Context: an optimization exercise on an open-source flow, tuned for a short achievable clock period and few clock cycles. The choices shown serve that exercise and are no tape-out recipe.
Only simulation tests tie the RTL to the original design; equivalence was not proved.
Power and IR drop assume default switching activity.

==> design/flow/design.v <==
module cpu(
    input clk,
    input nrst,
    output halt,
    output bit1_cp2,
    output bit2_cp3,
    output [2:0] io_address,
    output [7:0] dataout,
    input skip_flag,
    input clearacc,
    input [7:0] datain,
    output [11:0] address,
    output [11:0] write_data,
    output write_enable,
    output mem_load,
    input [11:0] read_data,
    input mem_ready
);
localparam S_FETCH = 3'd0;   
localparam S_PTR   = 3'd1;   
localparam S_OPRD  = 3'd2;   
localparam S_WRITE = 3'd3;   
localparam S_IOTF  = 3'd4;   
localparam S_HALT  = 3'd5;
localparam P_NONE = 2'd0;
localparam P_AND  = 2'd1;
localparam P_TAD  = 2'd2;
localparam P_OPR1 = 2'd3;
reg [2:0] st;
reg [1:0] pend;
reg [11:0] pc;
reg [11:0] ir;
reg [11:0] ac;
reg l;
reg [11:0] md;
reg sk;
reg [11:0] addr_r;
reg [11:0] wd_r;
reg we_r;
reg ml_r;
reg halt_r;
reg [2:0] io_r;
reg [7:0] dout_r;
reg b1_r, b2_r;
assign address = addr_r;
assign write_data = wd_r;
assign write_enable = we_r;
assign mem_load = ml_r;
assign halt = halt_r;
assign io_address = io_r;
assign dataout = dout_r;
assign bit1_cp2 = b1_r;
assign bit2_cp3 = b2_r;
reg [12:0] g1_s1, g1_s3, g1_out;
always @* begin
    g1_s1[11:0] = ir[7] ? 12'd0 : ac;
    g1_s1[12]   = ir[6] ? 1'b0 : l;
    if (ir[5]) g1_s1[11:0] = ~g1_s1[11:0];
    if (ir[4]) g1_s1[12] = ~g1_s1[12];
    g1_s3 = ir[0] ? g1_s1 + 13'd1 : g1_s1;
    case (ir[3:1])
        3'b100: g1_out = {g1_s3[0], g1_s3[12:1]};
        3'b101: g1_out = {g1_s3[1:0], g1_s3[12:2]};
        3'b010: g1_out = {g1_s3[11:0], g1_s3[12]};
        3'b011: g1_out = {g1_s3[10:0], g1_s3[12:11]};
        3'b001: g1_out = {g1_s3[12], g1_s3[5:0], g1_s3[11:6]};
        default: g1_out = g1_s3;
    endcase
end
reg [12:0] lac_cur;
always @* case (pend)
    P_AND:  lac_cur = {l, ac & md};
    P_TAD:  lac_cur = {l, ac} + {1'b0, md};
    P_OPR1: lac_cur = g1_out;
    default: lac_cur = {l, ac};
endcase
wire iotc = (st == S_IOTF);
wire [11:0] ac_iot = clearacc ? {4'b0000, datain} : (ac | {4'b0000, datain});
wire [12:0] lac_v = iotc ? {l, ac_iot} : lac_cur;
wire [11:0] ac_v = lac_v[11:0];
wire l_v = lac_v[12];
wire [11:0] pc1 = pc + 12'd1;
wire [11:0] pc2 = pc + 12'd2;
wire squash = iotc & ir[0] & skip_flag;
wire [11:0] I = read_data;
wire [2:0] op = I[11:9];
wire [11:0] ea = {I[7] ? pc[11:7] : 5'b00000, I[6:0]};
wire g2skip = ((I[6] & ac_v[11]) | (I[5] & (ac_v == 12'd0)) | (I[4] & l_v)) ^ I[3];
wire opr2 = (op == 3'd7) & I[8] & ~I[0];
always @(posedge clk) begin
    if (!nrst) begin
        st <= S_FETCH;
        pend <= P_NONE;
        pc <= 12'd0;
        ir <= 12'd0;
        ac <= 12'd0;
        l <= 1'b0;
        md <= 12'd0;
        sk <= 1'b0;
        addr_r <= 12'd0;
        wd_r <= 12'd0;
        we_r <= 1'b0;
        ml_r <= 1'b1;
        halt_r <= 1'b0;
        io_r <= 3'd0;
        dout_r <= 8'd0;
        b1_r <= 1'b0;
        b2_r <= 1'b0;
    end else begin
        {l, ac} <= lac_v;
        pend <= P_NONE;
        io_r <= 3'd0;
        case (st)
        S_FETCH, S_IOTF: begin
            if (squash || !mem_ready) begin
                st <= S_FETCH;
                if (squash) begin
                    addr_r <= pc1;
                    pc <= pc1;
                end
            end else begin
                ir <= I;
                case (op)
                3'd0, 3'd1, 3'd2: begin
                    addr_r <= ea;
                    st <= I[8] ? S_PTR : S_OPRD;
                end
                3'd3: begin
                    addr_r <= ea;
                    if (I[8])
                        st <= S_PTR;
                    else begin
                        st <= S_WRITE;
                        we_r <= 1'b1;
                        wd_r <= ac_v;
                        ac <= 12'd0;
                    end
                end
                3'd4: begin
                    addr_r <= ea;
                    if (I[8])
                        st <= S_PTR;
                    else begin
                        st <= S_WRITE;
                        we_r <= 1'b1;
                        wd_r <= pc1;
                    end
                end
                3'd5: begin
                    addr_r <= ea;
                    if (I[8])
                        st <= S_PTR;
                    else begin
                        st <= S_FETCH;
                        pc <= ea;
                    end
                end
                3'd6: begin
                    addr_r <= pc1;
                    pc <= pc1;
                    if (I[8:6] != 3'd0) begin
                        st <= S_IOTF;
                        io_r <= I[8:6];
                        b1_r <= I[1];
                        b2_r <= I[2];
                        dout_r <= ac_v[7:0];
                    end else
                        st <= S_FETCH;
                end
                default: begin
                    st <= S_FETCH;
                    if (!I[8]) begin
                        pend <= P_OPR1;
                        addr_r <= pc1;
                        pc <= pc1;
                    end else if (!I[0]) begin
                        addr_r <= g2skip ? pc2 : pc1;
                        pc <= g2skip ? pc2 : pc1;
                        if (I[7]) ac <= 12'd0;
                        if (I[1]) begin
                            st <= S_HALT;
                            halt_r <= 1'b1;
                            ml_r <= 1'b0;
                        end
                    end else begin
                        addr_r <= pc1;
                        pc <= pc1;
                    end
                end
                endcase
            end
        end
        S_PTR: if (mem_ready) begin
            addr_r <= read_data;
            case (ir[11:9])
            3'd3: begin
                st <= S_WRITE;
                we_r <= 1'b1;
                wd_r <= ac_v;
                ac <= 12'd0;
            end
            3'd4: begin
                st <= S_WRITE;
                we_r <= 1'b1;
                wd_r <= pc1;
            end
            3'd5: begin
                st <= S_FETCH;
                pc <= read_data;
            end
            default: st <= S_OPRD;
            endcase
        end
        S_OPRD: if (mem_ready) begin
            if (ir[10]) begin
                st <= S_WRITE;
                we_r <= 1'b1;
                wd_r <= read_data + 12'd1;
                sk <= &read_data;
            end else begin
                st <= S_FETCH;
                pend <= ir[9] ? P_TAD : P_AND;
                md <= read_data;
                addr_r <= pc1;
                pc <= pc1;
            end
        end
        S_WRITE: if (mem_ready) begin
            st <= S_FETCH;
            we_r <= 1'b0;
            if (ir[11]) begin
                addr_r <= addr_r + 12'd1;
                pc <= addr_r + 12'd1;
            end else if (ir[10:9] == 2'b10 && sk) begin
                addr_r <= pc2;
                pc <= pc2;
            end else begin
                addr_r <= pc1;
                pc <= pc1;
            end
        end
        default: begin
            ml_r <= 1'b0;
        end
        endcase
    end
end
endmodule
==> design/flow/run.sh <==
#!/bin/bash
# synth_recipe.tcl (not shown) runs the flow's synth.tcl, then flattens the netlist and writes it again
# the make line also repeats each setting of config.mk as NAME=value (left out here)
make -C /OpenROAD-flow-scripts/flow DESIGN_CONFIG=/design/flow/config.mk WORK_HOME=/design/flow/orfs CLKGATE_MAP_FILE= SYNTH_SCRIPT=/design/flow/synth_recipe.tcl finish
==> design/flow/config.mk <==
export PLATFORM = sky130hd
export DESIGN_NAME = cpu
export DESIGN_NICKNAME = cpu
export VERILOG_FILES = /design/flow/design.v
export SDC_FILE = /design/flow/constraint.sdc
export NUM_CORES = 4
export LEC_CHECK = 0
export CAP_MARGIN = 20
export CORE_MARGIN = 2
export CORE_UTILIZATION = 40
export SLEW_MARGIN = 20
==> design/flow/constraint.sdc <==
create_clock -name core_clock -period 6.5 [get_ports {clk}]
set_input_delay 1.3000 -clock core_clock [delete_from_list [all_inputs] [get_ports {clk}]]
set_output_delay 1.3000 -clock core_clock [all_outputs]
set_load 0.01 [all_outputs]
==> flow_summary_export.csv, run 1 <==
group,metric,value,unit
outcome,outcome,"complete, no violations",
finish,drive_gt1_frac,0.0704,
finish,final_cell_mix,"165 x nand2_1, 150 x nor2_1, 102 x a21oi_1",
critical_path,required,6.74,ns
synthesis,synth_largest_area_cell,"dfxtp_1",
clock_network,cts_max_level,3,
clock_network,post-cts-setup-buffers,0,
critical_path,crit_buf_inv,1,
critical_path,cp_slowest_cell,"dfxtp_1",
synthesis,ys_warn_count,1,
place,port_buffers,64,
place,dp_hpwl,27500,microns
timing,final.setup.worst_slack,1.10,ns
finish,antennaDiodeCount,0,
grt,track_usage,0.310,
synthesis,synth_async_sr_flop_share,0,
clock_network,clkLatencyLatePin,0.37,ns
clock_network,cts_hold_buf,0,
timing,finalMaxSlewViolations,0,
job,maxCapViolations,0,
synthesis,avgSynthCellArea,7.06,sq um
timing,rsz0062_at_grt,"false",
critical_path,end_kind,"register",
critical_path,cp_max_fo,18,
finish,fin_area,10100,sq um
grt,antenna_found_initial,0,
route,viasPerCell,6.50,
synthesis,ys_ff_latch,94,
route,drtPass1Iterations,6,
critical_path,criticalPathCategory,"reg -> reg",
synthesis,synth_cells,1281,
critical_path,crit_family,"compound AO/OA/AOI/OAI gates",
route,vias,10300,
die,coreArea,22400,sq um
timing,finClkSkew,0.0147,ns
die,die_y,154,microns
synthesis,synthTopCellsByArea,"dfxtp_1 21%, nand2_1 6.8%, nor2_1 6.2%",
clock_network,cts-resized-gates,0,
finish,final_nets,1332,
synthesis,syn_area,9040,sq um
die,die_w,154,microns
critical_path,cp_common_cell,"xnor2_1",
place,gp_congestion,1.01,
timing,min_period_over_period,0.831,
synthesis,ys_seq_area_frac,0.208,
clock_network,clkSinkCount,94,
pwr,worst_ir_drop_vdd,0.000118,V
synthesis,ys.flop_type,"dfxtp_1",
timing,final_hold_viol_count,0,
die,row_count,55,
grt,grt_max_degree,68,
hold_path,worstHoldPathType,"reg -> reg",
clock_network,cts.reportedPaths.clkPinSlew,0.08,ns
pwr,powerDensity,208,nW/um^2
clock_network,cts_buffer_depth,2,
clock_network,cts_made_buffers,9,
place,placed_cell_area,9840,sq um
route,ant_nets,0,
timing,fin_setup_tns,0,ns
synthesis,synth_cell_type_count,99,
clock_network,cts_tree,"yes",
synthesis,synth_edf_count,0,
route,first_iter_violations,1239,
timing,min_period,5.40,ns
pwr,power_leakage,0.00362,uW
timing,slew_headroom,0.294,
pwr,power.total,2100,uW
die,die_area,23800,sq um
finish,synthToLayoutAreaGrowth,11.9,%
timing,worst_pin_slew,1.06,ns
route,drcViolationCount,0,
route,wirelength,37800,microns
die,ioPinCount,65,
clock_network,root_buffer,"clkbuf_16",
synthesis,synth_top_area_share,0.208,
grt,overflow,0,
grt,grt_pass1_wl,57200,microns
grt,grt_pass1_vias,9445,
finish,final_common_cell,"nand2_1",
critical_path,path_cells,"clkinv_1 -> xnor2_1 -> ha_1 -> and2_1 -> a32oi_1 -> xnor2_1 -> o22ai_1 -> a211o_1 -> a21oi_2 -> nor4b_4 -> nand4_4 -> o311ai_4 -> nand3_2 -> mux2_2 -> a221oi_1 -> a21boi_0",
critical_path,rrSetupSlack,1.10,ns
critical_path,crit_path_start_kind,"register",
die,start_util,0.403,
timing,finalSetupViolations,0,
synthesis,synthesis.nets,1325,
place,pre_cts_slack,1.19,ns
critical_path,cp_data_arrival_time,5.64,ns
route,avgRoutedWirePerCell,23.9,microns
critical_path,cpPeakStageDelay,0.68,ns
timing,max_freq,0.185,GHz
[path summary, 6_finish.rpt]
| kind | from | endpoint | cells past startpoint |
|---|---|---|---|
| max | ir[5] | pc[3] | 16 |
| min | b1_r | b1_r | 2 |
| max reg2reg | ir[5] | pc[3] | 16 |
| min reg2reg | b1_r | b1_r | 2 |
[per-layer routing]
| layer | up-vias | GRT usage | share of wire |
|---|---|---|---|
| met1 | 4801 | 0.394 | 0.40 |
| li1 | 4700 | - | - |
| met5 | - | 0 | 0 |
| met3 | 150 | 0.0451 | 0.087 |
| met4 | 0 | 0.165 | 0.055 |
| met2 | 605 | 0.512 | 0.46 |
[metrics by stage]
stage	util	cells	hold WS, ns
final	0.451	1578	0.460
after global placement	0.438	1562	0.450
after global routing	0.451	1578	0.493
after detailed placement	0.438	1562	0.451
after CTS	0.451	1578	0.462
after floorplan	-	1281	0.444
[flip-flops by register name (all words and copies together) (netlist names), 2 cells and up]
| register | cells |
|---|---|
| ir | 11 |
| addr_r | 12 |
| wd_r | 12 |
| pc | 12 |
| pend | 2 |
| ac | 12 |
| dout_r | 8 |
| io_r | 3 |
| st | 3 |
| md | 12 |
[cell families (layout without fill, tap and decap cells)]
logic type / after synthesis / count (layout) / synth area share
adder cells (fa/ha/maj): 19 / 19 / 0.0271
AO/OA/AOI/OAI: 446 / 446 / 0.346
XOR/XNOR: 72 / 72 / 0.0728
multiplexers: 19 / 19 / 0.0219
flip-flops: 94 / 94 / 0.208
AND/OR/NAND/NOR: 512 / 512 / 0.271
buffers and inverters: 119 / 131 / 0.0530
[cell usage after synthesis (all sizes together), types with 8 or more instances]
cell type / instances
a21boi: 36
xor2: 24
o211ai: 24
a22oi: 19
inv: 24
nand4: 8
or2: 10
o21ai: 79
a21o: 11
dfxtp: 94
nand2: 165
o22ai: 16
o221ai: 11
a211oi: 31
o21a: 9
a31oi: 20
o21bai: 8
buf: 11
nor2b: 22
and3: 19
xnor2: 46
ha: 18
a221oi: 17
a21oi: 104
nand3: 46
mux2i: 13
nor3: 26
nor2: 150
nand2b: 13
clkbuf: 79
and2: 15
[power by group]
group / switching, uW / internal, uW / leakage (uW)
registers: 86.9 / 625 / 0.000767
logic: 554 / 305 / 0.00272
clock network: 259 / 273 / 0.000135
total: 900 / 1200 / 0.00362
[final cells by class]
class	count	area (sq um)
Tap cell	285	357
Clock inverter	6	46.3
Multi-Input combinational cell	1068	6690
Inverter	29	109
Fill cell	2281	12300
Timing Repair Buffer	86	801
Clock buffer	10	239
Sequential cell	94	1880
[worst min-delay path, stage by stage, from the launching register on]
cell and delay [ns]:
dfxtp_1 0.32, nand2_1 0.05, a21oi_1 0.05
Testbench counts, summed over its fixed seeds: cycles 131,574.
==> run 2: changes to the inputs <==
--- a/design/flow/design.v
+++ b/design/flow/design.v
@@ -86,6 +86,34 @@
 wire [2:0] op = I[11:9];
 wire [11:0] ea = {I[7] ? pc[11:7] : 5'b00000, I[6:0]};
-wire g2skip = ((I[6] & ac_v[11]) | (I[5] & (ac_v == 12'd0)) | (I[4] & l_v)) ^ I[3];
+wire [11:0] tad_x = ac ^ md;
+wire [11:0] tad_o = ac | md;
+wire tad_z = &(tad_x ~^ {tad_o[10:0], 1'b0});
+reg f_n, f_z, f_l;
+always @* begin
+    if (iotc) begin
+        f_n = ~clearacc & ac[11];
+        f_z = ~(|datain) & (clearacc | ~(|ac));
+        f_l = l;
+    end else case (pend)
+        P_AND: begin
+            f_n = ac[11] & md[11];
+            f_z = ~(|(ac & md));
+            f_l = l;
+        end
+        P_TAD: begin
+            f_n = lac_cur[11];
+            f_z = tad_z;
+            f_l = lac_cur[12];
+        end
+        default: begin
+            f_n = ac[11];
+            f_z = ~(|ac);
+            f_l = l;
+        end
+    endcase
+end
+wire g2skip = ((I[6] & f_n) | (I[5] & f_z) | (I[4] & f_l)) ^ I[3];
 wire opr2 = (op == 3'd7) & I[8] & ~I[0];
+wire opr_stall = (pend == P_OPR1) & opr2 & (I[6] | I[5] | I[4]);
 always @(posedge clk) begin
     if (!nrst) begin
@@ -113,5 +141,5 @@
         case (st)
         S_FETCH, S_IOTF: begin
-            if (squash || !mem_ready) begin
+            if (squash || !mem_ready || opr_stall) begin
                 st <= S_FETCH;
                 if (squash) begin
--- a/design/flow/config.mk
+++ b/design/flow/config.mk
@@ -9,3 +9,5 @@
 export CORE_MARGIN = 2
 export CORE_UTILIZATION = 40
+export SETUP_SLACK_MARGIN = 4.0
 export SLEW_MARGIN = 20
+export TNS_END_PERCENT = 100
==> flow_summary_export.csv, run 2 <==
group,metric,value,unit
outcome,outcome,"complete, no violations",
synthesis,synth_fa_ha_area_frac,0.0467,
synthesis,avgSynthCellArea,7.03,sq um
critical_path,r2r_cells,17,
pwr,worst_ir_drop_vdd,0.000128,V
die,row_count,55,
job,maxCapViolations,0,
synthesis,synth_async_sr_flop_share,0,
synthesis,muxShareOfSynthArea,0.0303,
clock_network,clkSinkCount,94,
grt,antenna_found_initial,3,
clock_network,cts_made_buffers,9,
place,gp_congestion,0.960,
timing,finalMaxSlewViolations,0,
finish,drive_gt1_frac,0.281,
place,port_buffers,64,
synthesis,synthesis.nets,1377,
timing,rsz0062_at_grt,"true",
clock_network,cts.reportedPaths.clkPinSlew,0.09,ns
synthesis,yosysMostFrequentCell,"nand2_1",
finish,final_cell_mix,"169 x nand2_1, 109 x buf_4, 106 x nor2_1",
grt,grt_max_degree,64,
critical_path,rr_startpoint,"ir[7]",
critical_path,criticalPathCategory,"reg -> reg",
critical_path,required,6.81,ns
timing,finalSetupViolations,0,
die,start_util,0.408,
critical_path,rrSetupSlack,2.77,ns
synthesis,ys_seq_area_frac,0.203,
critical_path,worstReg2RegEnd,"addr_r[6]",
finish,final_common_cell,"nand2_1",
finish,synthToLayoutAreaGrowth,40.5,%
route,ant_nets,0,
synthesis,synthTopCellsByArea,"dfxtp_1 20%, nand2_1 7.3%, xnor2_1 5.9%",
pwr,power_leakage,0.00495,uW
timing,hold_ws,0.460,ns
critical_path,crit_path_start_kind,"register",
pwr,powerDensity,177,nW/um^2
critical_path,crit_path_end,"addr_r[6]",
grt,overflow,0,
synthesis,synth_cells,1318,
clock_network,root_buffer,"clkbuf_16",
die,die_w,156,microns
die,ioPinCount,65,
route,avgRoutedWirePerCell,24.7,microns
clock_network,cts_tree,"yes",
timing,min_period_over_period,0.574,
synthesis,ys_warn_count,1,
route,vias,11500,
synthesis,ys.flop_type,"dfxtp_1",
grt,track_usage,0.351,
route,viasPerCell,6.59,
synthesis,synthTopCellsByCount,"181 x nand2_1, 125 x nor2_1, 105 x o21ai_0",
grt,grt_pass1_vias,10700,
route,drtPass1Iterations,8,
timing,min_period,3.73,ns
synthesis,synth_cell_type_count,87,
route,wirelength,43300,microns
timing,max_freq,0.268,GHz
synthesis,synth-compound-area-share,0.325,
timing,slew_headroom,0.306,
synthesis,synth_xor_area_frac,0.0808,
route,first_iter_violations,1556,
critical_path,cp_data_arrival_time,4.04,ns
die,die_y,156,microns
timing,finClkSkew,0.0259,ns
synthesis,synth_largest_area_cell,"dfxtp_1",
critical_path,end_kind,"register",
synthesis,ys_ff_latch,94,
synthesis,synth_edf_count,0,
die,die_area,24400,sq um
clock_network,cts_max_level,3,
clock_network,clkLatencyLatePin,0.38,ns
hold_path,worstHoldPathType,"reg -> reg",
synthesis,synth_top_family_by_area,"compound AO/OA/AOI/OAI gates",
timing,fin_setup_tns,0,ns
synthesis,syn_area,9260,sq um
timing,worst_pin_slew,1.03,ns
critical_path,crit_path_start,"ir[7]",
die,coreArea,22700,sq um
route,drcViolationCount,0,
clock_network,cts_buffer_depth,2,
grt,grt_pass1_wl,65300,microns
timing,final_hold_viol_count,0,
synthesis,synth-simple-area-share,0.251,
synthesis,synth_top_area_share,0.203,
critical_path,cp_max_fo,6,
place,dp_hpwl,28300,microns
finish,final_nets,1515,
run 2: cell count changes after synthesis, moves of 12 or more:
| cell | change |
|---|---|
| ha_1 | +15 |
| nor2_1 | -25 |
| xnor2_1 | +16 |
| a21oi_1 | -29 |
| inv_1 | +20 |
| a211oi_1 | -22 |
| o21ai_0 | +33 |
| nand2_1 | +16 |
| nand4_1 | +12 |
run 2: worst min-delay path by stage:
stage / start / endpoint / slack, ns / cells after the start
after floorplan: ir[6] / ir[6] / 0.44 / 2
after global placement: ml_r / ml_r / 0.45 / 2
after detailed placement: halt_r / halt_r / 0.45 / 1
after CTS: ir[6] / ir[6] / 0.47 / 2
after global routing: ir[4] / ir[4] / 0.49 / 2
final: halt_r / halt_r / 0.46 / 1
run 2: through the flow:
step                power, uW  worst slack [ns]  area (sq um)  utilization  cells
floorplan                1220              3.20          9610            -   1318
global placement         1490              1.76         10300        0.453   1592
detailed placement       1490              1.62         10300        0.453   1592
CTS                      2220              2.82         12400        0.548   1726
global route             2390              2.68         13000        0.573   1747
finish                   2310              2.77         13000        0.573   1749
run 2: final cells by class:
| class | count | area [sq um] |
|---|---|---|
| Timing Repair Buffer | 224 | 2110 |
| Antenna cell | 3 | 7.51 |
| Multi-Input combinational cell | 1081 | 8120 |
| Sequential cell | 94 | 1940 |
| Clock inverter | 7 | 75.1 |
| Tap cell | 285 | 357 |
| Inverter | 46 | 184 |
| Fill cell | 2067 | 9700 |
| Clock buffer | 9 | 225 |
run 2: worst max-delay path, stage by stage, from the launching register on:
cell	delay, ns
dfxtp_4	0.39
nor2b_4	0.18
xnor2_4	0.09
ha_4	0.18
and3_4	0.19
a2bb2oi_4	0.26
buf_12	0.15
o21ai_4	0.07
a21oi_4	0.28
nor4_4	0.07
o41ai_4	0.32
a41oi_2	0.28
o211a_4	0.36
buf_12	0.13
buf_6	0.10
or2_4	0.30
mux2i_1	0.13
o21ai_1	0.17
run 2: layer usage:
metal / GRT usage / routed length (microns) / part of all wire
met1: 0.479 / 17600 / 0.41
met2: 0.507 / 18200 / 0.42
met3: 0.112 / 5610 / 0.13
met4: 0.145 / 1810 / 0.042
met5: 0 / 0 / 0
run 2: logic make-up (layout without fill, tap and decap cells):
family                     count (synthesis)  count (layout)
other                                      0               3
AOI/OAI and AO/OA                        436             438
DFF                                       94              94
muxes                                     27              27
xor gates and xnor gates                  83              83
buffers and inverters                    147             286
and+or+nand+nor                          497             499
adders and majority gates                 34              34
run 2: timing repair:
action                     4_1_cts  5_1_grt
pin swaps                       89       71
setup endpoints to repair      134       83
hold buffers                     0        0
gates resized for setup        302       80
cloned                           7        0
setup buffers                  111       20
run 2: power breakdown:
group	total (uW)	leakage [uW]	internal, uW	switching [uW]
sequential	722	0.000780	629	92.8
clock	572	0.000145	274	298
combinational	1010	0.00402	403	610
total	2310	0.00495	1310	1000
Testbench counts of run 2, summed over its fixed seeds: cycles 132,595.

[afterwards: timing with drivers on the ports]
No port has a modelled driver above. Below, the same layouts with a new extraction and two added sets of constraints.
Step 1, drivers: a clkbuf_16 drives clk and a buf_2 each remaining input, both assumed.
Step 2 moves the port delays by t, midway between the first and last clock arrival at a register: inputs arrive t later, outputs are due t later. That takes back most of the time a late clock gives input paths.
Three values: ideal, step 1, step 2; two values: the first two.
run | shift t [ns] | setup slack, ns | worst hold slack (ns) | worst slew at a driven data input, ns
run 1 | 0.405 | 1.098 / 1.098 / 1.098 | 0.460 / 0.460 / 0.460 | 0.03
run 2 | 0.418 | 2.769 / 2.769 / 2.458 | 0.460 / 0.460 / 0.460 | 0.06
After both steps every run listed still meets setup and hold. For run 2, which loses most, drivers alone change the setup slack by 0.000 ns; drivers and shift together by -0.311 ns.
